From an optimization exercise on the open Yosys and OpenROAD flow, aimed at small area; shortcuts taken in it are not production practice.
In this exercise RTL edits were held to simulation tests only and were not proved equivalent to the original.
No activity file was given, so power comes from the tool's default toggle rates.

build 68:
==> flow/design.v (excerpt) <==
module MazeRunner(clk,RST_n,SS_n,MOSI,MISO,SCLK,PWMR,PWML,
                  DIRR,DIRL,IR_EN,BMPL_n,BMPR_n,buzz,
				  buzz_n,RX,LED);
Size in the first run: about 24 I/O pins, roughly 13,000 um^2 of cells after synthesis.
clock: 10.0 ns
lec_check: 0
abc_area: 1
cap_margin: 10
core_margin: 2
core_utilization: 55
place_density: 0.7
slew_margin: 10
standard.sh (not shown) runs the stock make flow with config.mk's settings and CLKGATE_MAP_FILE= SYNTH_SCRIPT=/design/flow/synth_recipe.tcl, a recipe that flattens the netlist after the stock synthesis.
==> flow/flow/run.sh <==
#!/bin/bash
# Layout flow: the standard ORFS flow (standard.sh) with these changes:
#  - synthesis is the standard one except for its final ABC mapping, which uses an
#    area-oriented script (flow/abc_area.script); registers are not touched by ABC
#  - after synthesis, two netlist passes, both keeping every register as it is:
#    flow/shrink_adders.py swaps adder cells with an unused output for the smaller
#    cell of the same function, and flow/fa_polarity.py flips full adders between
#    inverted and plain inputs where that removes inverters
#  - the constant-0 LED outputs share one tie cell (SKIP_REPAIR_TIE_FANOUT)
#  - timing-driven global placement uses its resizer estimates only as guidance and
#    keeps none of its buffers (GPL_KEEP_OVERFLOW=0); repair_design after placement
#    still fixes every slew, capacitance and fanout violation
#  - ports are buffered with sky130_fd_sc_hd__buf_1
#  - clock tree synthesis: clusters of up to 30 sinks on clkbuf_16 leaf buffers,
#    clkbuf_4 for the root and the branch above the leaves, no dummy loads
# Every tool's output goes to a log in this folder (ORFS's own logs are under orfs/logs).
set -euo pipefail
W=$(pwd)
rm -rf "$W/scripts_area"
cp -r "$FLOW_HOME/scripts" "$W/scripts_area"
cp "$W/flow/abc_area.script" "$W/scripts_area/abc_area.script"
RES="$W/orfs/results/sky130hd/MazeRunner/base"
ARGS=(
  SCRIPTS_DIR="$W/scripts_area"
  SKIP_REPAIR_TIE_FANOUT=1
  GPL_KEEP_OVERFLOW=0
  "BUFFER_PORTS_ARGS=-buffer_cell sky130_fd_sc_hd__buf_1"
  "CTS_ARGS=-sink_clustering_enable -repair_clock_nets -sink_clustering_size 32 -sink_clustering_max_diameter 60 -buf_list {sky130_fd_sc_hd__clkbuf_4 sky130_fd_sc_hd__clkbuf_16} -sink_clustering_buffer sky130_fd_sc_hd__clkbuf_16 -root_buf sky130_fd_sc_hd__clkbuf_4 -tree_buf sky130_fd_sc_hd__clkbuf_4 -dont_use_dummy_load"
)
bash standard.sh "${ARGS[@]}" "$RES/1_2_yosys.v" > synth_make.log 2>&1
cp "$RES/1_2_yosys.v" "$W/1_2_yosys_before_shrink.v.txt"
python3 "$W/flow/shrink_adders.py" "$RES/1_2_yosys.v" > shrink_adders.log 2>&1
python3 "$W/flow/fa_polarity.py" "$RES/1_2_yosys.v" > fa_polarity.log 2>&1
bash standard.sh "${ARGS[@]}" finish > flow_make.log 2>&1
Other scripts of this flow, unchanged in this note and not shown: flow/flow/abc_area.script, flow/flow/fa_polarity.py, flow/flow/shrink_adders.py
Build 68 completed every stage of the flow, and the final layout passed the timing, design-rule and antenna checks.
> inputs changed (build 68 -> build 14)
==> flow/flow/run.sh <==
#!/bin/bash
# Layout flow: the standard ORFS flow (standard.sh) with these changes:
#  - synthesis is the standard one except for its final ABC mapping, which uses an
#    area-oriented script (flow/abc_area.script); registers are not touched by ABC
#  - after synthesis, adder cells with an unused output are swapped for the smaller
#    cell of the same function on the used output (flow/shrink_adders.py)
#  - ports are buffered with sky130_fd_sc_hd__buf_1
#  - clock tree synthesis uses clusters of up to 30 sinks and inserts no dummy loads
# Every tool's output goes to a log in this folder (ORFS's own logs are under orfs/logs).
set -euo pipefail
W=$(pwd)
rm -rf "$W/scripts_area"
cp -r "$FLOW_HOME/scripts" "$W/scripts_area"
cp "$W/flow/abc_area.script" "$W/scripts_area/abc_area.script"
RES="$W/orfs/results/sky130hd/MazeRunner/base"
ARGS=(
  SCRIPTS_DIR="$W/scripts_area"
  SKIP_REPAIR_TIE_FANOUT=1
  GPL_KEEP_OVERFLOW=0
  "BUFFER_PORTS_ARGS=-buffer_cell sky130_fd_sc_hd__buf_1"
  "CTS_ARGS=-sink_clustering_enable -repair_clock_nets -sink_clustering_size 30 -sink_clustering_max_diameter 100 -buf_list {sky130_fd_sc_hd__clkbuf_4 sky130_fd_sc_hd__clkbuf_16} -sink_clustering_buffer sky130_fd_sc_hd__clkbuf_16 -root_buf sky130_fd_sc_hd__clkbuf_4 -tree_buf sky130_fd_sc_hd__clkbuf_4 -dont_use_dummy_load"
)
bash standard.sh "${ARGS[@]}" "$RES/1_2_yosys.v" > synth_make.log 2>&1
cp "$RES/1_2_yosys.v" "$W/1_2_yosys_before_shrink.v.txt"
python3 "$W/flow/shrink_adders.py" "$RES/1_2_yosys.v" > shrink_adders.log 2>&1
python3 "$W/flow/fa_polarity.py" "$RES/1_2_yosys.v" > fa_polarity.log 2>&1
bash standard.sh "${ARGS[@]}" finish > flow_make.log 2>&1
==> notes.md <==
Compared with build 68, build 14 shows a wire length of the first global-routing pass that is about 0.6% lower. Clock skew: build 14 better than build 68. Compared with build 68, in build 14 worst setup slack +0.026 ns; worst hold-check slack ~0 delta; total power -about 7%; wire length reported by the detailed router -340 um.
### build 14 -> build 26
-- flow/flow/run.sh --
<<< build 14, line 5
#  - after synthesis, adder cells with an unused output are swapped for the smaller
#    cell of the same function on the used output (flow/shrink_adders.py)
>>> build 26, line 5
#  - after synthesis, two netlist passes, both keeping every register as it is:
#    flow/shrink_adders.py swaps adder cells with an unused output for the smaller
#    cell of the same function, and flow/fa_polarity.py flips full adders between
#    inverted and plain inputs where that removes inverters
#  - the constant-0 LED outputs share one tie cell (SKIP_REPAIR_TIE_FANOUT)
<<< build 14, line 8
#  - clock tree synthesis uses clusters of up to 30 sinks and inserts no dummy loads
>>> build 26, line 11
#  - clock tree synthesis: clusters of up to 30 sinks on clkbuf_16 leaf buffers,
#    clkbuf_4 for the root and the branch above the leaves, no dummy loads
<<< build 14, line 19
  GPL_KEEP_OVERFLOW=0
>>> build 26, line 23
Findings:
Filler cell count: build 14 vs build 26 — no meaningful difference. Setup slack: build 26 more than build 14. The clock power share of build 26 exceeds that of build 14 by 0.2 points. From build 14 to build 26 the numbers moved as follows: maximum number of pins on one net before global-route repair up about 35%; detailed-route wire length up 93 um.
Modified inputs, build 35 compared to build 26
-- flow/flow/run.sh --
<<< build 26, line 10
>>> build 35, line 10
#  - timing-driven global placement uses its resizer estimates only as guidance and
#    keeps none of its buffers (GPL_KEEP_OVERFLOW=0); repair_design after placement
#    still fixes every slew, capacitance and fanout violation
<<< build 26, line 19
>>> build 35, line 22
sed 's/yosys synth -nofsm -noshare {\*}\$args/yosys synth -nofsm -noshare -noabc {*}$args/' \
  "$W/synth_recipe.tcl" > "$W/synth_recipe_noabc.tcl"
grep -q -- '-nofsm -noshare -noabc' "$W/synth_recipe_noabc.tcl"
<<< build 26, line 23
>>> build 35, line 29
  SYNTH_SCRIPT="$W/synth_recipe_noabc.tcl"
  GPL_KEEP_OVERFLOW=0
==> notes.md <==
- Higher worst hold slack across all endpoints among build 26 and build 35: build 35
- Any difference in final cell count between build 26 and build 35 is small enough to ignore.
- [build 35 vs build 26] layout overhead on the synthesized area: higher in build 35
- Build 26 has lower total wirelength of the detailed-routed design than build 35.
- Compared with build 26, build 35 shows share of the core filled with cells higher by 0.27 points.
[inputs] build 50 vs build 35
Settings: PLACE_DENSITY changed from 0.7 to 0.75; CORE_UTILIZATION changed from 55 to 65.
-- flow/flow/run.sh --
<<< build 35, line 22
sed 's/yosys synth -nofsm -noshare {\*}\$args/yosys synth -nofsm -noshare -noabc {*}$args/' \
  "$W/synth_recipe.tcl" > "$W/synth_recipe_noabc.tcl"
grep -q -- '-nofsm -noshare -noabc' "$W/synth_recipe_noabc.tcl"
>>> build 50, line 22
<<< build 35, line 29
  SYNTH_SCRIPT="$W/synth_recipe_noabc.tcl"
>>> build 50, line 26
Findings:
Going from build 35 to build 50, clock buffer count comparable, total power now smaller, final cell area excluding filler cells now smaller, met3 demand-to-capacity share in global routing comparable, total setup buffers inserted after CTS now smaller. Taking build 35 as the reference, in build 50 die width fell about 8%, via count fell 113, sequential cell count ~0 delta, initial core utilization went up 11 points.
Input-level comparison between build 71 and build 50:
Settings: swapping 65 for 55 in CORE_UTILIZATION; swapping 0.75 for 0.7 in PLACE_DENSITY.
==> comparison <==
Relative contribution of the clock network to total power: build 50 vs build 71 — no meaningful difference. Sequential cell count came out exactly the same in build 71 and build 50. Between build 50 and build 71, the worst hold path stage count figures differ only marginally. Going from build 50 to build 71, design area went up by about 0.5%; chip width went up by 12 um. In build 71 the number of non-filler instances in the completed layout turned out about 3.7% higher than in build 50. Build 50 → build 71: total clock sinks was more or less identical, die outline area went up by about 18%, storage element area was more or less identical, share of the final layout cell area in sequential cells went down by 0.28 points, routed length on met3 went down by 25%.
